From an optimization exercise on the open Yosys and OpenROAD flow, aimed at small area, a short achievable clock period and few clock cycles; shortcuts taken in it are not production practice. In this exercise RTL edits were held to simulation tests only and were not proved equivalent to the original. Power and IR drop assume default switching activity.

==> design/flow/design.v <==
module ALU(
  input  [15:0] p,       
  input  [15:0] g,       
  input         inv,     
  input         a15,     
  input         is_and,  
  input         wc,      
  input         cmp,     
  input  [15:0] c,       
  input  [2:0]  nvz,     
  output [15:0] res,     
  output [15:0] out_n,   
  output [2:0]  nvz_n    
);
wire [15:0] gl [0:4];
wire [15:0] pl [0:4];
assign gl[0] = g;
assign pl[0] = p;
genvar l, i;
generate
  for (l = 0; l < 4; l = l + 1) begin : lvl
    for (i = 0; i < 16; i = i + 1) begin : bt
      if (i >= (1 << l)) begin : comb
        assign gl[l+1][i] = gl[l][i] | (pl[l][i] & gl[l][i - (1 << l)]);
        assign pl[l+1][i] = pl[l][i] & pl[l][i - (1 << l)];
      end else begin : pass
        assign gl[l+1][i] = gl[l][i];
        assign pl[l+1][i] = pl[l][i];
      end
    end
  end
endgenerate
wire [15:0] cy = {gl[4][14:0], 1'b0};
wire [15:0] r0 = is_and ? g : (p ^ {16{inv}});
wire [15:0] r1 = is_and ? g : ~(p ^ {16{inv}});
wire [15:0] o0 = wc ? r0 : c;
wire [15:0] o1 = wc ? r1 : c;
genvar k;
generate
  for (k = 0; k < 16; k = k + 1) begin : sel
    assign res[k]   = cy[k] ? r1[k] : r0[k];
    assign out_n[k] = cy[k] ? o1[k] : o0[k];
  end
endgenerate
wire r15 = ~(p[15] ^ cy[15]);
assign nvz_n = cmp ? {r15, p[15] & (r15 ^ a15), &p} : nvz;
endmodule
module cpu(clk,reset,s,load,in,out,N,V,Z,w);
input clk, reset, s, load;
input [15:0] in;
output [15:0] out;
output N, V, Z, w;
reg [15:0] ir;
reg [15:0] R [0:7];
always @(posedge clk)
  if (load) ir <= in;
wire [15:0] ins = load ? in : ir;
wire [2:0] opcode = ins[15:13];
wire [1:0] op = ins[12:11];
wire [2:0] rn = ins[10:8];
wire [2:0] rd = ins[7:5];
wire [1:0] sh = ins[4:3];
wire [2:0] rm = ins[2:0];
wire go = s & ~reset;
wire is_movi = (opcode == 3'b110) & (op == 2'b10);
wire is_mov  = (opcode == 3'b110) & (op == 2'b00);
wire is_alu  = (opcode == 3'b101);
wire is_cmp  = is_alu & (op == 2'b01);
wire is_and  = is_alu & (op == 2'b10);
wire writes_c = is_mov | (is_alu & (op != 2'b01));
wire use_a   = is_alu & (op != 2'b11);    
wire inv     = is_alu & op[0];
reg [15:0] p2, g2;
reg a15_2, inv2, and2, wr2, wc2, cmp2;
reg [2:0] wa2;
reg [15:0] c;
reg [2:0] nvz;
wire [15:0] res, out_n;
wire [2:0] nvz_n;
wire [7:0] busy = {8{wr2}} & (8'd1 << wa2);
wire [7:0] dec_n = 8'd1 << rn;
wire [7:0] dec_m = (8'd1 << rm) & {8{~is_movi}};
wire [7:0] sel_n = dec_n & ~busy;
wire [7:0] sel_m = dec_m & ~busy;
wire fwd_n = |(dec_n & busy);
wire fwd_m = |(dec_m & busy);
reg [15:0] a, bs;
integer k;
always @(*) begin
  a  = {16{fwd_n}} & res;
  bs = {16{fwd_m}} & res;
  for (k = 0; k < 8; k = k + 1) begin
    a  = a  | ({16{sel_n[k]}} & R[k]);
    bs = bs | ({16{sel_m[k]}} & R[k]);
  end
end
reg  [15:0] b;
always @(*)
  case (sh)
    2'b00: b = bs;
    2'b01: b = {bs[14:0], 1'b0};
    2'b10: b = {1'b0, bs[15:1]};
    default: b = {bs[15], bs[15:1]};
  endcase
wire [15:0] x = is_movi ? {{8{ins[7]}}, ins[7:0]} : ((use_a ? a : 16'd0) ^ {16{inv}});
always @(posedge clk) begin
  p2    <= x ^ b;
  g2    <= x & b;
  a15_2 <= a[15];
  inv2  <= inv;
  and2  <= is_and;
  wr2   <= go & (is_movi | writes_c);
  wc2   <= go & writes_c;
  cmp2  <= go & is_cmp;
  wa2   <= is_movi ? rn : rd;
end
ALU alu(.p(p2), .g(g2), .inv(inv2), .a15(a15_2), .is_and(and2), .wc(wc2),
        .cmp(cmp2), .c(c), .nvz(nvz), .res(res), .out_n(out_n), .nvz_n(nvz_n));
always @(posedge clk) begin
  if (wr2) R[wa2] <= res;
  c   <= out_n;
  nvz <= nvz_n;
end
assign out = out_n;
assign {N, V, Z} = nvz_n;
assign w = 1'b1;
endmodule
==> design/flow/flow/run.sh <==
#!/bin/bash
# The standard layout, with plain buffers (rather than the delay cells
# buffer_ports picks by default) on the input and output ports.
set -euo pipefail
bash standard.sh BUFFER_PORTS_ARGS="-buffer_cell sky130_fd_sc_hd__buf_2" finish > standard.log 2>&1
==> design/flow/standard.sh <==
#!/bin/bash
# synth_recipe.tcl (not shown) runs the flow's synth.tcl, then flattens the netlist and writes it again
# the make line also repeats each setting of config.mk as NAME=value (left out here)
make -C /OpenROAD-flow-scripts/flow DESIGN_CONFIG=/design/flow/config.mk WORK_HOME=/design/flow/orfs CLKGATE_MAP_FILE= SYNTH_SCRIPT=/design/flow/synth_recipe.tcl "${@:-finish}"
==> design/flow/config.mk <==
export PLATFORM = sky130hd
export DESIGN_NAME = cpu
export DESIGN_NICKNAME = cpu
export VERILOG_FILES = /design/flow/design.v
export SDC_FILE = /design/flow/constraint.sdc
export NUM_CORES = 4
export LEC_CHECK = 0
export ABC_CLOCK_PERIOD_IN_PS = 2800
export CAP_MARGIN = 20
export CORE_MARGIN = 2
export CORE_UTILIZATION = 40
export SETUP_SLACK_MARGIN = 2.5
export SLEW_MARGIN = 20
export TNS_END_PERCENT = 0
==> design/flow/constraint.sdc <==
create_clock -name core_clock -period 5.5 [get_ports {clk}]
set_input_delay 1.1000 -clock core_clock [delete_from_list [all_inputs] [get_ports {clk}]]
set_output_delay 1.1000 -clock core_clock [all_outputs]
set_load 0.01 [all_outputs]
==> insert_results.sql, run 1 <==
INSERT INTO impl_metrics (metric_group, metric, value, unit) VALUES
('drt', 'detailroute.via_count', '8322', ''),
('sta', 'timing_max_transition_violations_final', '0', ''),
('worst_setup_path', 'crit_type', 'flip-flop to output port', ''),
('yosys', 'synth.top_cell.area_share', '37.9', '%'),
('drt', 'drt_iter0_markers', '1127', ''),
('placement', 'hpwlAfterDp', '22400', 'um'),
('drt', 'drt_pass1_iterations', '7', ''),
('clock_tree', 'clkSlewWorstSetupHoldPaths', '60', 'ps'),
('floorplanning', 'floorplan.die_area', '0.0266', 'mm2'),
('worst_setup_path', 'timing.rr.start', 'wa2[1]', ''),
('floorplanning', 'die_height', '163', 'um'),
('sta', 'skew', '13.5', 'ps'),
('yosys', 'ys_top_cells_by_area', 'edfxtp_1 38%, dfxtp_1 15%, a22oi_1 3.8%, mux2_2 2.7%, nand3_1 2.6%', ''),
('global_routing', 'number_of_antenna_violations_at_the_first_check_in_global_routing', '0', ''),
('yosys', 'synthesized_area_fraction_occupied_by_ao_oa_aoi_and_oai_cells', '22.4', '%'),
('floorplanning', 'start_util', '40.5', '%'),
('power_and_ir_drop', 'powerDensity', '412', 'mW/mm2'),
('yosys', 'yosysWarningCount', '2', ''),
('final_layout', 'nNetsFinal', '1010', ''),
('clock_tree', 'largest_buffer_count_on_any_clock_path', '3', ''),
('worst_setup_path', 'r2r_slack', '1870', 'ps'),
('sta', 'max-slew-margin-rel', '32.4', '%'),
('yosys', 'synth_cells', '908', ''),
('worst_setup_path', 'worstPathArrival', '2760', 'ps'),
('yosys', 'postSynth.topFlopCell', 'edfxtp_1', ''),
('worst_setup_path', 'crit_start', 'g2[13]', ''),
('sta', 'rsz0062_at_grt', 'yes', ''),
('sta', 'final_cycle_utilization_of_the_critical_path', '70.2', '%'),
('final_layout', 'postLayoutCoreUtil', '47.8', '%'),
('floorplanning', 'floorplan.die.width', '163', 'um'),
('worst_setup_path', 'timing.critical_path.slowest_stage_cell', 'dfxtp_2', ''),
('clock_tree', 'cts_made_buffers', '24', ''),
('worst_setup_path', 'required', '4400', 'ps'),
('yosys', 'synth_simple_gate_area_share', '13.0', '%'),
('global_routing', 'global_route.overflow_total', '0', ''),
('sta', 'setup_total_negative_slack', '0', 'ps'),
('global_routing', 'gr-usage-all-layers', '24.6', '%'),
('power_and_ir_drop', 'leakagePower', '4.39', 'nW'),
('worst_setup_path', 'startpoint_type', 'flip-flop', ''),
('outcome', 'status', 'finished clean', ''),
('flow_run', 'drv_cap', '0', ''),
('yosys', 'count_leader_synth', 'edfxtp_1', ''),
('yosys', 'yosys_register_bits', '204', ''),
('final_layout', 'layout-drive-gt1-share', '22.2', '%'),
('global_routing', 'grt_first_pass_wirelength', '49500', 'um'),
('worst_setup_path', 'worst_setup_path_endpoint', 'out[15]', ''),
('clock_tree', 'cts-root-buf', 'clkbuf_16', ''),
('placement', 'routabilityCongestion', '0.973', ''),
('worst_setup_path', 'regToRegEndpoint', 'p2[14]', ''),
('worst_setup_path', 'critical-path-max-stage-delay', '340', 'ps'),
('yosys', 'synth_top_family_by_area', 'compound AO/OA/AOI/OAI gates', ''),
('yosys', 'synth_xor_area_share', '2.16', '%'),
('clock_tree', 'tritoncts_num_sinks', '204', ''),
('worst_setup_path', 'worst-r2r-cell-count', '11', ''),
('placement', 'dpl.cell_count', '1262', ''),
('yosys', 'adder_cell_share_of_the_synthesized_area', '1.98', '%'),
('final_layout', 'antennaDiodeCount', '0', ''),
('worst_setup_path', 'worst-path-buf-inv', '2', ''),
('yosys', 'synth.avg_cell_area', '11.2', 'um2'),
('floorplanning', 'num_rows', '58', ''),
('global_routing', 'grt_max_degree', '37', ''),
('worst_hold_path', 'worstHoldStart', 'c[8]', ''),
('sta', 'achievable_freq', '259', 'MHz'),
('worst_setup_path', 'critPathTopFamily', 'compound AO/OA/AOI/OAI gates', ''),
('drt', 'routed_wl', '33000', 'um'),
('sta', 'finalSetupViolations', '0', ''),
('final_layout', 'final_cells', '1322', ''),
('global_routing', 'vias_in_the_first_global_route', '8047', ''),
('sta', 'period_needed', '3860', 'ps'),
('yosys', 'number_of_flops_mapped_to_enable_cells_by_yosys', '128', '');
-- through the flow --
| stage | instance area (um2) | hold WS [ps] | setup slack (ps) |
|---|---|---|---|
| 6_report | 12000 | 468 | 1640 |
| 2_1_floorplan | 10200 | 436 | 1880 |
| 5_1_grt | 12000 | 482 | 1480 |
| 4_1_cts | 11900 | 472 | 1650 |
| 3_3_place_gp | 10900 | 452 | 909 |
| 3_5_place_dp | 10900 | 459 | 780 |
-- area by class of cell --
type	instances	area [um2]
clock inverters	5	30.0
repair buffers	91	617
multi-input cells	620	4640
flip-flops and latches	204	5380
well taps	330	413
clock buffers	39	757
inverters	33	133
fillers	2253	13100
-- worst min path at each step --
| stage | cells after the start | slack, ps | to |
|---|---|---|---|
| floorplan | 2 | 440 | ir[14] |
| global placement | 1 | 450 | c[10] |
| detailed placement | 1 | 460 | c[7] |
| CTS | 1 | 470 | c[3] |
| global route | 1 | 480 | c[10] |
| finish | 1 | 470 | c[8] |
-- worst register-to-register path, delay by kind of cell, from the launching register on --
kind	cells	cell delay, ps
mux	1	210
buf+inv	3	980
flops	1	550
fa+ha+maj	1	270
compound gates	4	650
simple gates	2	860
-- layer usage --
layer	global-route usage, %	wire (um)	up-vias
met2	38.6	14800	486
li1	-	-	3752
met3	4.49	3370	84
met1	33.9	13700	4000
met5	0	0	-
met4	9.29	1150	0
-- cells in the final DEF (no fill, tap or decap), types with 6 or more instances in the layout --
cell | synthesis | final
a211oi_1 | 15 | 8
a211oi_2 | 0 | 6
a21o_1 | 9 | 8
a21oi_1 | 39 | 36
a221oi_1 | 22 | 22
a222oi_1 | 17 | 17
a22o_1 | 18 | 18
a22oi_1 | 51 | 50
a31oi_1 | 11 | 11
and2_1 | 8 | 7
and3_1 | 13 | 12
and4_1 | 6 | 6
buf_2 | 8 | 36
buf_4 | 1 | 51
clkbuf_1 | 36 | 6
clkbuf_16 | 0 | 26
dfxtp_1 | 76 | 65
dfxtp_2 | 0 | 10
edfxtp_1 | 128 | 128
ha_1 | 16 | 16
inv_1 | 29 | 28
mux2_2 | 24 | 23
mux2i_1 | 12 | 10
nand2_1 | 55 | 55
nand2b_1 | 7 | 7
nand3_1 | 52 | 49
nand4_1 | 9 | 9
nor2_1 | 43 | 38
nor3_1 | 18 | 16
o21a_1 | 6 | 6
o21ai_0 | 23 | 19
o311ai_0 | 7 | 7
o31ai_1 | 9 | 6
xnor2_1 | 11 | 11
xor2_1 | 14 | 14
-- kinds of logic after synthesis --
| kind of cell | after synthesis |
|---|---|
| buf+inv | 84 |
| xor+xnor | 25 |
| other cells | 1 |
| fa+ha+maj | 16 |
| compound gates | 294 |
| mux | 37 |
| simple gates | 247 |
| flops | 204 |
-- power breakdown --
| part | internal [mW] | switching (mW) | leakage (nW) |
|---|---|---|---|
| Combinational | 0.521 | 0.817 | 2.21 |
| Clock | 0.939 | 0.617 | 0.385 |
| Sequential | 1.92 | 0.120 | 1.79 |
| Total | 3.38 | 1.55 | 4.39 |
-- sequential cells by signal (all words and copies together), names as in the netlist, 3 cells and up --
signal  count
R         128
c          16
g2         16
ir         16
nvz         3
p2         16
wa2         3
-- repair_timing --
item	4_1_cts	5_1_grt
hold buffers	0	0
endpoints found under the setup margin	52	52
buffers inserted	9	7
pin swaps	7	11
gates resized for setup	41	13
Testbench counts, summed over its fixed seeds: cycles 24,064.
==> run 2, diff against run 1 <==
--- a/design/flow/design.v
+++ b/design/flow/design.v
@@ -79,5 +79,5 @@
 wire [2:0] nvz_n;
 wire [7:0] busy = {8{wr2}} & (8'd1 << wa2);
-wire [7:0] dec_n = 8'd1 << rn;
+wire [7:0] dec_n = (8'd1 << rn) & {8{use_a}};
 wire [7:0] dec_m = (8'd1 << rm) & {8{~is_movi}};
 wire [7:0] sel_n = dec_n & ~busy;
@@ -103,5 +103,5 @@
     default: b = {bs[15], bs[15:1]};
   endcase
-wire [15:0] x = is_movi ? {{8{ins[7]}}, ins[7:0]} : ((use_a ? a : 16'd0) ^ {16{inv}});
+wire [15:0] x = (a ^ {16{inv}}) | ({16{is_movi}} & {{8{ins[7]}}, ins[7:0]});
 always @(posedge clk) begin
   p2    <= x ^ b;
--- a/design/flow/config.mk
+++ b/design/flow/config.mk
@@ -6,8 +6,10 @@
 export NUM_CORES = 4
 export LEC_CHECK = 0
-export ABC_CLOCK_PERIOD_IN_PS = 2800
 export CAP_MARGIN = 20
 export CORE_MARGIN = 2
 export CORE_UTILIZATION = 40
+export CTS_BUF_LIST = sky130_fd_sc_hd__clkbuf_8
+export CTS_CLUSTER_DIAMETER = 60
+export CTS_CLUSTER_SIZE = 20
 export SETUP_SLACK_MARGIN = 2.5
 export SLEW_MARGIN = 20
==> insert_results.sql, run 2 <==
INSERT INTO impl_metrics (metric_group, metric, value, unit) VALUES
('global_routing', 'grt_max_degree', '37', ''),
('global_routing', 'global_route.overflow_total', '0', ''),
('worst_setup_path', 'critPathTopFamily', 'compound AO/OA/AOI/OAI gates', ''),
('yosys', 'netlist_area', '0.00993', 'mm2'),
('worst_setup_path', 'critical-path-max-stage-delay', '380', 'ps'),
('clock_tree', 'clkSlewWorstSetupHoldPaths', '120', 'ps'),
('yosys', 'post-synth-top-area-cell', 'edfxtp_1', ''),
('yosys', 'number_of_flops_mapped_to_enable_cells_by_yosys', '128', ''),
('power_and_ir_drop', 'leakagePower', '4.25', 'nW'),
('clock_tree', 'cts_made_buffers', '20', ''),
('yosys', 'count_leader_synth', 'edfxtp_1', ''),
('drt', 'drt_drc_violations_left', '0', ''),
('yosys', 'synth.cells.most_frequent', '128 x edfxtp_1, 76 x dfxtp_1, 59 x nand2_1, 54 x a22oi_1, 54 x nor2_1', ''),
('placement', 'routabilityCongestion', '0.877', ''),
('sta', 'finalHoldViolations', '0', ''),
('global_routing', 'grt_first_pass_wirelength', '46800', 'um'),
('worst_setup_path', 'crit_type', 'flip-flop to output port', ''),
('worst_setup_path', 'startpoint_type', 'flip-flop', ''),
('drt', 'wl_met2', '13500', 'um'),
('final_layout', 'layout-drive-gt1-share', '25.1', '%'),
('yosys', 'synth.avg_cell_area', '11.7', 'um2'),
('worst_setup_path', 'worst-path-buf-inv', '1', ''),
('worst_setup_path', 'largest_fanout_of_any_net_on_the_critical_path', '5', ''),
('floorplanning', 'start_util', '40.8', '%'),
('global_routing', 'number_of_antenna_violations_at_the_first_check_in_global_routing', '0', ''),
('yosys', 'synth_cell_types', '82', ''),
('drt', 'drt-wirelength-per-cell', '24.9', 'um'),
('drt', 'drt_pass1_iterations', '6', ''),
('drt', 'detailroute.via_count', '7676', ''),
('floorplanning', 'floorplan.die_area', '0.0261', 'mm2'),
('yosys', 'ys_top_cells_by_area', 'edfxtp_1 39%, dfxtp_1 15%, a22oi_1 4.1%, mux2_2 3.2%, a221oi_1 2.9%', ''),
('yosys', 'synth_cells', '846', ''),
('final_layout', 'final_common_cell', 'edfxtp_1', ''),
('drt', 'drt_iter0_markers', '951', ''),
('sta', 'timing_max_transition_violations_final', '0', ''),
('global_routing', 'vias_in_the_first_global_route', '7531', ''),
('worst_setup_path', 'critical_path_endpoint_category', 'output port', ''),
('clock_tree', 'cts_hold_buffers', '0', ''),
('sta', 'final_cycle_utilization_of_the_critical_path', '69.3', '%'),
('final_layout', 'synthToLayoutAreaGrowth', '14.7', '%'),
('yosys', 'synth.top_cell.area_share', '38.7', '%'),
('final_layout', 'nNetsFinal', '941', ''),
('drt', 'routed_wl', '30900', 'um'),
('yosys', 'synth.yosys.seq_area_share', '54.0', '%'),
('worst_setup_path', 'worstPathArrival', '2710', 'ps'),
('clock_tree', 'tritoncts', 'done', ''),
('drt', 'vias_per_cell', '6.18', ''),
('floorplanning', 'boundaryPins', '40', ''),
('global_routing', 'gr-usage-all-layers', '23.6', '%'),
('sta', 'skew', '33.8', 'ps'),
('power_and_ir_drop', 'powerDensity', '372', 'mW/mm2'),
('placement', 'dpl.cell_count', '1186', ''),
('floorplanning', 'floorplan.die.width', '162', 'um'),
('clock_tree', 'cts-root-buf', 'clkbuf_8', ''),
('sta', 'setup_total_negative_slack', '0', 'ps'),
('clock_tree', 'insertion_delay', '560', 'ps'),
('worst_setup_path', 'required', '4400', 'ps'),
('worst_setup_path', 'crit_top_cell', 'a21oi_2', ''),
('sta', 'max_slew.worst_pin.slew', '1030', 'ps'),
('final_layout', 'largest_register', 'R', ''),
('final_layout', 'layout.cells.most_common_list', '128 x edfxtp_1, 62 x dfxtp_1, 58 x nand2_1, 54 x nor2_1, 54 x a22oi_1', ''),
('flow_run', 'drv_cap', '0', ''),
('yosys', 'synth_async_sr_flop_share', '0', '%'),
('clock_tree', 'largest_buffer_count_on_any_clock_path', '3', ''),
('floorplanning', 'die_height', '162', 'um'),
('clock_tree', 'tritoncts_num_sinks', '204', ''),
('drt', 'met3RoutedLength', '2680', 'um'),
('sta', 'rsz0062_at_grt', 'yes', ''),
('sta', 'period_needed', '3810', 'ps'),
('final_layout', 'number_of_flip_flops_in_the_largest_register', '128', ''),
('worst_setup_path', 'timing.critical_path.cells', 'a21oi_2 -> o2111ai_2 -> a21oi_2 -> o21ai_1 -> a21oi_2 -> xnor2_2 -> mux2_4 -> mux2_4 -> buf_6', ''),
('final_layout', 'antennaDiodeCount', '0', ''),
('yosys', 'postSynth.topFlopCell', 'edfxtp_1', ''),
('worst_setup_path', 'timing.critical_path.slowest_stage_cell', 'dfxtp_2', ''),
('sta', 'achievable_freq', '262', 'MHz'),
('sta', 'max-slew-margin-rel', '31.1', '%'),
('floorplanning', 'placeableCoreArea', '0.0243', 'mm2'),
('yosys', 'yosys_register_bits', '204', ''),
('drt', 'ant_nets', '0', ''),
('floorplanning', 'num_rows', '57', ''),
('placement', 'io_buffer_count', '38', ''),
('yosys', 'yosysWarningCount', '2', ''),
('worst_hold_path', 'min_path_type', 'flip-flop to flip-flop', ''),
('power_and_ir_drop', 'total_power', '4.24', 'mW'),
('placement', 'hpwlAfterDp', '19800', 'um'),
('sta', 'finalSetupViolations', '0', ''),
('power_and_ir_drop', 'ir_drop_worst_case_vdd', '183', 'uV'),
('final_layout', 'postLayoutCoreUtil', '46.8', '%'),
('drt', 'topRoutingLayerUsed', 'met4', ''),
('drt', 'detail_route.wirelength.met1', '13400', 'um'),
('final_layout', 'final_cells', '1243', ''),
('clock_tree', 'cts-htree-levels', '1', ''),
('outcome', 'status', 'finished clean', '');
## run 2: changes by cell type after synthesis, moves of 6 or more
| cell | before | now |
|---|---|---|
| nor2_1 | 43 | 54 |
| clkbuf_1 | 36 | 28 |
| a21oi_1 | 39 | 27 |
| xnor2_1 | 11 | 27 |
| o31ai_1 | 9 | 1 |
| nand3_1 | 52 | 19 |
| a211oi_1 | 15 | 9 |
| nor3_1 | 18 | 8 |
| buf_2 | 8 | 14 |
| a221oi_1 | 22 | 33 |
| o311ai_0 | 7 | 1 |
| mux2i_1 | 12 | 27 |
| a31oi_1 | 11 | 5 |
| inv_1 | 29 | 21 |
## run 2: cells by family after synthesis
group                    share of synthesized area (%)
XOR/XNOR                                          3.35
multiplexers                                      6.49
AND/OR/NAND/NOR                                   12.2
other                                           0.0377
AO/OA/AOI/OAI                                     18.5
buffers and inverters                             3.46
flip-flops                                        54.0
adder cells (fa/ha/maj)                           2.02
## run 2: layout make-up
| cell class | count | area, um2 |
|---|---|---|
| clock buffer | 22 | 303 |
| clock inverter | 14 | 171 |
| fill | 2219 | 12900 |
| inverter | 23 | 90.1 |
| multi-input combinational | 568 | 4430 |
| sequential | 204 | 5400 |
| tap | 324 | 405 |
| timing repair buffer | 87 | 579 |
| timing repair inverter | 1 | 7.51 |
## run 2: repair_timing
item,4_1_cts,5_1_grt
resized for setup,55,5
buffers inserted,17,3
cloned,1,0
endpoints found under the setup margin,52,52
hold endpoints to repair,0,0
pin swaps,13,6
## run 2: final timing paths
kind,start,endpoint,slack [ps],cells after the start
worst min register to register,c[0],c[0],480,1
worst max register to register,wa2[1],p2[5],1880,11
worst max-delay path,p2[1],out[15],1690,9
worst min-delay path,c[0],c[0],480,1
## run 2: per-stage QoR
stage | instance area (um2) | setup WS (ps) | hold slack (ps)
finish | 11400 | 1690 | 479
global route | 11400 | 1610 | 500
CTS | 11300 | 1740 | 484
detailed placement | 10600 | 891 | 458
global placement | 10600 | 901 | 453
floorplan | 10000 | 2080 | 438
## run 2: metal layers
layer  up-vias  global-route usage [%]
met5         -                       0
met4         0                    10.3
met3        94                    3.49
met2       422                    36.2
met1      3717                    33.2
li1       3443                       -
## run 2: report_power, final
group	switching, mW	internal [mW]
registers	0.116	1.91
logic	0.682	0.446
clock network	0.653	0.430
total	1.45	2.79
Testbench counts of run 2, summed over its fixed seeds: cycles 24,064.
==> run 3, diff against run 2 <==
--- a/design/flow/design.v
+++ b/design/flow/design.v
@@ -1,2 +1,18 @@
+module Instruction_Decoder(
+  input        load,
+  input  [2:0] in_n, in_m,    
+  input  [2:0] ir_n, ir_m,    
+  input        en_n, en_m,    
+  input  [7:0] busy,          
+  output [7:0] sel_n, sel_m,  
+  output       fwd_n, fwd_m   
+);
+wire [7:0] dn = load ? (8'd1 << in_n) : (8'd1 << ir_n);
+wire [7:0] dm = load ? (8'd1 << in_m) : (8'd1 << ir_m);
+assign sel_n = dn & ~busy & {8{en_n}};
+assign sel_m = dm & ~busy & {8{en_m}};
+assign fwd_n = |(dn & busy) & en_n;
+assign fwd_m = |(dm & busy) & en_m;
+endmodule
 module ALU(
   input  [15:0] p,       
@@ -79,10 +95,9 @@
 wire [2:0] nvz_n;
 wire [7:0] busy = {8{wr2}} & (8'd1 << wa2);
-wire [7:0] dec_n = (8'd1 << rn) & {8{use_a}};
-wire [7:0] dec_m = (8'd1 << rm) & {8{~is_movi}};
-wire [7:0] sel_n = dec_n & ~busy;
-wire [7:0] sel_m = dec_m & ~busy;
-wire fwd_n = |(dec_n & busy);
-wire fwd_m = |(dec_m & busy);
+wire [7:0] sel_n, sel_m;
+wire fwd_n, fwd_m;
+Instruction_Decoder dec(.load(load), .in_n(in[10:8]), .in_m(in[2:0]),
+  .ir_n(ir[10:8]), .ir_m(ir[2:0]), .en_n(1'b1), .en_m(~is_movi), .busy(busy),
+  .sel_n(sel_n), .sel_m(sel_m), .fwd_n(fwd_n), .fwd_m(fwd_m));
 reg [15:0] a, bs;
 integer k;
@@ -103,5 +118,5 @@
     default: b = {bs[15], bs[15:1]};
   endcase
-wire [15:0] x = (a ^ {16{inv}}) | ({16{is_movi}} & {{8{ins[7]}}, ins[7:0]});
+wire [15:0] x = is_movi ? {{8{ins[7]}}, ins[7:0]} : ((use_a ? a : 16'd0) ^ {16{inv}});
 always @(posedge clk) begin
   p2    <= x ^ b;
--- a/design/flow/config.mk
+++ b/design/flow/config.mk
@@ -14,3 +14,4 @@
 export SETUP_SLACK_MARGIN = 2.5
 export SLEW_MARGIN = 20
+export SYNTH_HIERARCHICAL = 1
 export TNS_END_PERCENT = 0
==> insert_results.sql, run 3 <==
INSERT INTO impl_metrics (metric_group, metric, value, unit) VALUES
('final_layout', 'antennaDiodeCount', '0', ''),
('floorplanning', 'num_rows', '57', ''),
('yosys', 'synth.cells.most_frequent', '128 x edfxtp_1, 76 x dfxtp_1, 45 x nor2_1, 42 x a22oi_1, 40 x clkbuf_1', ''),
('yosys', 'synth_cell_types', '62', ''),
('sta', 'finalSetupViolations', '0', ''),
('sta', 'achievable_freq', '279', 'MHz'),
('power_and_ir_drop', 'total_power', '4.05', 'mW'),
('sta', 'worst_hold_slack_after_final_layout', '467', 'ps'),
('drt', 'detailroute.via_count', '7191', ''),
('yosys', 'postSynth.topFlopCell', 'edfxtp_1', ''),
('drt', 'drt_pass1_iterations', '10', ''),
('yosys', 'post-synth-top-area-cell', 'edfxtp_1', ''),
('floorplanning', 'floorplan.die.width', '160', 'um'),
('drt', 'drt-wirelength-per-cell', '22.9', 'um'),
('clock_tree', 'largest_buffer_count_on_any_clock_path', '3', ''),
('clock_tree', 'cts-root-buf', 'clkbuf_8', ''),
('floorplanning', 'boundaryPins', '40', ''),
('power_and_ir_drop', 'leakagePower', '4.05', 'nW'),
('power_and_ir_drop', 'power.combinational.fraction', '26.3', '%'),
('placement', 'routabilityCongestion', '0.831', ''),
('sta', 'max-slew-margin-rel', '28.3', '%'),
('final_layout', 'largest_register', 'R', ''),
('worst_setup_path', 'timing.critical_path.cells', 'o211ai_1 -> buf_4 -> o2111ai_4 -> a41oi_2 -> xnor2_1 -> mux2_4 -> mux2_4 -> buf_6', ''),
('yosys', 'ys_top_cells_by_area', 'edfxtp_1 39%, dfxtp_1 16%, a222oi_1 3.3%, a22oi_1 3.2%, mux2i_1 3.2%', ''),
('clock_tree', 'cts_made_buffers', '19', ''),
('sta', 'max_slew.worst_pin.slew', '1070', 'ps'),
('drt', 'ant_nets', '0', ''),
('worst_setup_path', 'r2r_slack', '2260', 'ps'),
('yosys', 'yosysWarningCount', '8', ''),
('clock_tree', 'insertion_delay', '530', 'ps'),
('worst_hold_path', 'min_path_type', 'flip-flop to flip-flop', ''),
('worst_setup_path', 'largest_fanout_of_any_net_on_the_critical_path', '5', ''),
('worst_setup_path', 'timing.rr.start', 'p2[8]', ''),
('power_and_ir_drop', 'powerDensity', '363', 'mW/mm2'),
('clock_tree', 'cts_hold_buffers', '0', ''),
('placement', 'hpwlAfterDp', '18100', 'um'),
('floorplanning', 'placeableCoreArea', '0.0241', 'mm2'),
('worst_setup_path', 'regToRegEndpoint', 'p2[15]', ''),
('floorplanning', 'floorplan.die_area', '0.0256', 'mm2'),
('power_and_ir_drop', 'power.net_switching', '1.36', 'mW'),
('drt', 'routed_wl', '27600', 'um'),
('yosys', 'synth.yosys.seq_area_share', '55.0', '%'),
('worst_setup_path', 'worst-r2r-cell-count', '12', ''),
('sta', 'finalHoldViolations', '0', ''),
('global_routing', 'vias_in_the_first_global_route', '7200', ''),
('worst_setup_path', 'critPathTopFamily', 'compound AO/OA/AOI/OAI gates', ''),
('final_layout', 'number_of_flip_flops_in_the_largest_register', '128', ''),
('yosys', 'synth_async_sr_flop_share', '0', '%'),
('drt', 'drt_iter0_markers', '810', ''),
('worst_setup_path', 'crit_start', 'p2[2]', ''),
('worst_setup_path', 'timing.critical_path.slowest_stage_cell', 'dfxtp_4', ''),
('flow_run', 'drv_cap', '0', ''),
('placement', 'post-place-ws', '765', 'ps'),
('worst_setup_path', 'required', '4400', 'ps'),
('global_routing', 'grt_first_pass_wirelength', '42600', 'um'),
('floorplanning', 'start_util', '40.4', '%'),
('global_routing', 'number_of_antenna_violations_at_the_first_check_in_global_routing', '0', ''),
('final_layout', 'nNetsFinal', '906', ''),
('clock_tree', 'clkSlewWorstSetupHoldPaths', '100', 'ps'),
('yosys', 'synth.avg_cell_area', '11.8', 'um2'),
('power_and_ir_drop', 'ir_drop_worst_case_vdd', '209', 'uV'),
('worst_setup_path', 'worstPathArrival', '2480', 'ps'),
('worst_setup_path', 'critical-path-max-stage-delay', '380', 'ps'),
('sta', 'period_needed', '3580', 'ps'),
('worst_setup_path', 'crit_type', 'flip-flop to output port', ''),
('power_and_ir_drop', 'p_clk_share', '23.9', '%'),
('power_and_ir_drop', 'pwr-share-seq', '49.8', '%'),
('drt', 'vias_per_cell', '5.96', ''),
('global_routing', 'gr-usage-all-layers', '21.4', '%'),
('worst_setup_path', 'startpoint_type', 'flip-flop', ''),
('yosys', 'synth_cells', '823', ''),
('yosys', 'yosys_register_bits', '204', ''),
('yosys', 'count_leader_synth', 'edfxtp_1', ''),
('sta', 'rsz0062_at_grt', 'yes', ''),
('worst_setup_path', 'crit_top_cell', 'mux2_4', ''),
('worst_setup_path', 'worst_setup_path_endpoint', 'out[9]', ''),
('worst_setup_path', 'critical_path_cell_count', '8', ''),
('worst_setup_path', 'critical_path_endpoint_category', 'output port', ''),
('power_and_ir_drop', 'power.internal', '2.68', 'mW'),
('outcome', 'status', 'finished clean', ''),
('drt', 'drt_drc_violations_left', '0', ''),
('yosys', 'number_of_flops_mapped_to_enable_cells_by_yosys', '128', ''),
('final_layout', 'layout-drive-gt1-share', '23.8', '%'),
('sta', 'timing.final.ws_setup', '1920', 'ps'),
('sta', 'timing_max_transition_violations_final', '0', ''),
('clock_tree', 'tritoncts', 'done', ''),
('placement', 'io_buffer_count', '38', ''),
('sta', 'final_cycle_utilization_of_the_critical_path', '65.1', '%'),
('clock_tree', 'tritoncts_num_sinks', '204', ''),
('final_layout', 'final_common_cell', 'edfxtp_1', ''),
('final_layout', 'synthToLayoutAreaGrowth', '14.3', '%'),
('sta', 'skew', '20.4', 'ps'),
('yosys', 'netlist_area', '0.00975', 'mm2'),
('clock_tree', 'cts-htree-levels', '1', ''),
('yosys', 'synth.top_cell.area_share', '39.4', '%'),
('global_routing', 'global_route.overflow_total', '0', ''),
('worst_setup_path', 'worst-path-buf-inv', '2', ''),
('global_routing', 'grt_max_degree', '27', ''),
('power_and_ir_drop', 'power.switching_fraction', '33.7', '%'),
('sta', 'setup_total_negative_slack', '0', 'ps'),
('final_layout', 'layout.cells.most_common_list', '128 x edfxtp_1, 67 x dfxtp_1, 45 x nor2_1, 42 x a22oi_1, 39 x buf_4', ''),
('floorplanning', 'die_height', '160', 'um');
run 3: changes by cell type after synthesis, sizes merged, moves of 7 or more:
cell,previous run,this run
nand2,60,20
a222oi,14,32
nor3,12,30
nand3,19,35
o21ai,21,37
a22o,17,30
a221oi,37,25
a22oi,54,42
clkbuf,28,40
a21oi,28,38
a211oi,10,2
and3,16,8
nor2,54,46
buf,23,16
run 3: final cells by class:
cell class | instances | area [um2]
Tap cell | 324 | 405
Sequential cell | 204 | 5390
Inverter | 23 | 86.3
Multi-Input combinational cell | 544 | 4340
Clock inverter | 14 | 145
Fill cell | 2230 | 13000
Clock buffer | 19 | 262
Timing Repair Buffer | 78 | 519
run 3: worst reg2reg max path: stages (launching register included):
cell	delay [ps]
dfxtp_1	530
nand4_1	140
a21oi_1	300
nand2_1	100
a221o_1	300
a21oi_1	180
a21oi_1	200
a222oi_1	430
nand3_1	140
a221oi_2	220
nor2_1	90
o31a_1	260
ha_1	270
run 3: repair_timing:
action                                  4_1_cts  5_1_grt
gates resized for setup                      33        6
endpoints found under the setup margin       52       52
gates cloned                                  0        0
pin swaps                                    10        6
buffers inserted                              8        4
run 3: worst min path at each step:
stage	startpoint	endpoint	cells past startpoint
floorplan	ir[5]	ir[5]	2
global placement	c[6]	c[6]	2
detailed placement	c[8]	c[8]	1
CTS	c[11]	c[11]	2
global route	c[13]	c[13]	2
finish	c[11]	c[11]	2
run 3: per-stage QoR:
step	instances	utilization [%]	instance area (um2)
floorplan	827	-	9830
global placement	1161	43.5	10500
detailed placement	1161	43.5	10500
CTS	1202	46.0	11100
global route	1206	46.2	11100
finish	1206	46.2	11100
run 3: cells by family after synthesis:
logic type                 Yosys count  synth area share [%]
muxes                               63                  7.31
AOI/OAI and AO/OA                  247                  19.4
adders and majority gates           16                  2.05
and+or+nand+nor                    175                  9.14
other                                1                0.0385
xor gates and xnor gates            38                  3.41
buffers and inverters               79                  3.63
DFF                                204                  55.0
run 3: per-module statistics from Yosys (local to each module, per instance):
module	copies in the design	cells inside
ALU	1	169
Instruction_Decoder	1	60
cpu	1	594
run 3: power by group through the flow:
stage | registers [mW] | logic, mW | clock network (mW)
final | 2.01 | 1.07 | 0.967
after floorplan | 2.00 | 0.657 | 0
after global routing | 2.03 | 1.16 | 1.06
after detailed placement | 2.04 | 0.969 | 0
after CTS | 2.01 | 1.04 | 0.995
after global placement | 2.04 | 0.958 | 0
run 3: metal layers:
layer | track usage [%] | routed length (um) | share of wire (%)
met1 | 28.7 | 11600 | 42
met2 | 35.5 | 12900 | 47
met3 | 3.19 | 2440 | 8.8
met4 | 7.62 | 734 | 2.7
met5 | 0 | 0 | 0
Testbench counts of run 3, summed over its fixed seeds: cycles 24,064.
==> run 4, diff against run 3 <==
--- a/design/flow/config.mk
+++ b/design/flow/config.mk
@@ -15,3 +15,3 @@
 export SLEW_MARGIN = 20
 export SYNTH_HIERARCHICAL = 1
-export TNS_END_PERCENT = 0
+export TNS_END_PERCENT = 10
==> insert_results.sql, run 4 <==
INSERT INTO impl_metrics (metric_group, metric, value, unit) VALUES
('outcome', 'status', 'finished clean', ''),
('drt', 'met3RoutedLength', '2350', 'um'),
('clock_tree', 'cts-htree-levels', '1', ''),
('sta', 'skew', '18.5', 'ps'),
('sta', 'max_slew.worst_pin.slew', '1070', 'ps'),
('sta', 'timing.final.ws_setup', '1900', 'ps'),
('drt', 'drt_pass1_iterations', '7', ''),
('drt', 'topRoutingLayerUsed', 'met4', ''),
('worst_setup_path', 'r2r_slack', '2180', 'ps'),
('drt', 'vias_per_cell', '6.03', ''),
('clock_tree', 'tritoncts', 'done', ''),
('worst_hold_path', 'worst_hold_path.endpoint', 'c[11]', ''),
('flow_run', 'drv_cap', '0', ''),
('floorplanning', 'placeableCoreArea', '0.0241', 'mm2'),
('global_routing', 'grt_first_pass_wirelength', '43400', 'um'),
('worst_setup_path', 'largest_fanout_of_any_net_on_the_critical_path', '5', ''),
('worst_setup_path', 'critPathTopFamily', 'compound AO/OA/AOI/OAI gates', ''),
('worst_setup_path', 'timing.critical_path.slowest_stage_cell', 'dfxtp_4', ''),
('global_routing', 'vias_in_the_first_global_route', '7385', ''),
('yosys', 'synth.cells.most_frequent', '128 x edfxtp_1, 76 x dfxtp_1, 45 x nor2_1, 42 x a22oi_1, 40 x clkbuf_1', ''),
('sta', 'finalHoldViolations', '0', ''),
('drt', 'routed_wl', '29400', 'um'),
('placement', 'dpl.cell_count', '1164', ''),
('worst_hold_path', 'min_path_type', 'flip-flop to flip-flop', ''),
('yosys', 'synth_async_sr_flop_share', '0', '%'),
('final_layout', 'nNetsFinal', '946', ''),
('final_layout', 'final_common_cell', 'edfxtp_1', ''),
('clock_tree', 'cts_made_buffers', '22', ''),
('yosys', 'yosysWarningCount', '8', ''),
('clock_tree', 'cts-root-buf', 'clkbuf_8', ''),
('clock_tree', 'tritoncts_num_sinks', '204', ''),
('worst_setup_path', 'critical-path-max-stage-delay', '380', 'ps'),
('drt', 'detailroute.via_count', '7542', ''),
('clock_tree', 'largest_buffer_count_on_any_clock_path', '3', ''),
('yosys', 'number_of_flops_mapped_to_enable_cells_by_yosys', '128', ''),
('global_routing', 'grt_max_degree', '27', ''),
('clock_tree', 'cts_hold_buffers', '0', ''),
('sta', 'finalSetupViolations', '0', ''),
('final_layout', 'number_of_flip_flops_in_the_largest_register', '128', ''),
('worst_setup_path', 'crit_type', 'flip-flop to output port', ''),
('worst_setup_path', 'timing.rr.start', 'p2[1]', ''),
('global_routing', 'number_of_antenna_violations_at_the_first_check_in_global_routing', '0', ''),
('final_layout', 'fillers', '2155', ''),
('yosys', 'post-synth-top-area-cell', 'edfxtp_1', ''),
('power_and_ir_drop', 'powerDensity', '368', 'mW/mm2'),
('drt', 'wl_met2', '13900', 'um'),
('yosys', 'yosys_register_bits', '204', ''),
('sta', 'max-slew-margin-rel', '28.7', '%'),
('sta', 'achievable_freq', '278', 'MHz'),
('sta', 'timing_max_transition_violations_final', '0', ''),
('placement', 'routabilityCongestion', '0.859', ''),
('floorplanning', 'floorplan.die.width', '160', 'um'),
('global_routing', 'global_route.overflow_total', '0', ''),
('worst_setup_path', 'startpoint_type', 'flip-flop', ''),
('drt', 'drt-wirelength-per-cell', '23.5', 'um'),
('worst_setup_path', 'regToRegEndpoint', 'p2[10]', ''),
('sta', 'final_cycle_utilization_of_the_critical_path', '65.4', '%'),
('worst_setup_path', 'worst-r2r-cell-count', '14', ''),
('yosys', 'ys_top_cells_by_area', 'edfxtp_1 39%, dfxtp_1 16%, a222oi_1 3.3%, a22oi_1 3.2%, mux2i_1 3.2%', ''),
('floorplanning', 'floorplan.die_area', '0.0256', 'mm2'),
('final_layout', 'layout.area.seq', '0.00539', 'mm2'),
('clock_tree', 'insertion_delay', '550', 'ps'),
('yosys', 'synth.avg_cell_area', '11.8', 'um2'),
('clock_tree', 'clkSlewWorstSetupHoldPaths', '100', 'ps'),
('worst_setup_path', 'required', '4400', 'ps'),
('worst_setup_path', 'crit_top_cell', 'mux2_4', ''),
('worst_setup_path', 'worstPathArrival', '2500', 'ps'),
('final_layout', 'multiInputGateArea', '0.00439', 'mm2'),
('yosys', 'synth_cell_types', '62', ''),
('drt', 'ant_nets', '0', ''),
('sta', 'setup_total_negative_slack', '0', 'ps');
run 4: cell counts after synthesis:
No cell type changed its count.
run 4: worst max path at each step:
stage	endpoint	depth (start not counted)	from
6_report	out[9]	8	g2[2]
5_1_grt	out[9]	8	g2[2]
4_1_cts	out[10]	8	p2[1]
3_5_place_dp	p2[15]	12	load
3_3_place_gp	p2[10]	13	load
2_1_floorplan	p2[10]	12	load
run 4: layout make-up:
cell class	instances	area share (%)
Tap cell	324	3.45
Sequential cell	204	45.9
Clock inverter	17	1.85
Clock buffer	23	2.70
Timing Repair Buffer	114	7.93
Multi-Input combinational cell	545	37.4
Inverter	23	0.778
run 4: worst reg2reg max path, stage by stage (launching register included):
cell      delay [ps]
dfxtp_4          360
a211oi_4         310
o211ai_1         170
a221oi_2         330
xnor2_1          150
mux2i_1           90
buf_4            150
buf_4            170
a22oi_1          200
nand3_1           90
a221oi_1         350
buf_4            210
mux2i_1           70
o21ai_1          290
ha_1             290
run 4: cells by family after synthesis:
| group | after synthesis | synth area share (%) |
|---|---|---|
| flops | 204 | 55.0 |
| mux | 63 | 7.31 |
| other cells | 1 | 0.0385 |
| compound gates | 247 | 19.4 |
| simple gates | 175 | 9.14 |
| fa+ha+maj | 16 | 2.05 |
| xor+xnor | 38 | 3.41 |
| buf+inv | 79 | 3.63 |
run 4: metrics by stage:
stage	hold slack, ps	area [um2]
floorplan	444	9830
global placement	454	10500
detailed placement	457	10500
CTS	472	11400
global route	495	11700
finish	471	11700
run 4: layer usage:
| metal | vias up | track usage (%) |
|---|---|---|
| met5 | - | 0 |
| met2 | 379 | 37.1 |
| met1 | 3672 | 28.5 |
| met3 | 84 | 3.56 |
| li1 | 3407 | - |
| met4 | 0 | 8.68 |
run 4: modules after synthesis, one instance, submodules excluded:
module | flip-flops and latches | area (um2) | cells inside | times used
cpu | 204 | 8150 | 594 | 1
ALU | 0 | 1160 | 169 | 1
Instruction_Decoder | 0 | 447 | 60 | 1
run 4: what timing repair did:
item | CTS | global route
hold endpoints to repair | 0 | 0
gates resized for setup | 47 | 14
buffers inserted | 22 | 20
endpoints found under the setup margin | 52 | 51
pin swaps | 14 | 17
cloned | 1 | 3
run 4: power breakdown:
part | total, mW | switching, mW | internal, mW
sequential | 2.01 | 0.106 | 1.90
combinational | 1.16 | 0.684 | 0.472
clock | 1.16 | 0.659 | 0.499
total | 4.32 | 1.45 | 2.87

[what the ideal ports hide]
How much do the figures lean on ideal ports? The routed layouts below were timed once more, with nothing changed but the port constraints. Step 1 (the two cells are an assumption about what drives the block):
set clk [get_ports {clk}]
set_driving_cell -lib_cell sky130_fd_sc_hd__clkbuf_16 $clk
set_driving_cell -lib_cell sky130_fd_sc_hd__buf_2 [delete_from_list [all_inputs] $clk]
Step 2 times the ports against the registers' clock, not the clock port: input delays grow and output delays shrink by t, the midpoint of the rising clock arrivals with the driver on. Slacks: no drivers / after step 1 / after step 2; pairs: no drivers / after step 1.
run | t (ns) | setup slack, ns | worst register clock-pin slew, ns
run 1 | 0.556 | 1.637 / 1.593 / 1.196 | 0.06 / 0.06
run 2 | 0.582 | 1.689 / 1.649 / 1.223 | 0.12 / 0.12
run 3 | 0.563 | 1.920 / 1.878 / 1.406 | 0.11 / 0.11
run 4 | 0.585 | 1.902 / 1.860 / 1.463 | 0.11 / 0.11
After both steps setup and hold are still met in every run listed. The setup slack of run 3, which loses most, moves by -0.042 ns with the drivers and by -0.514 ns with both steps.
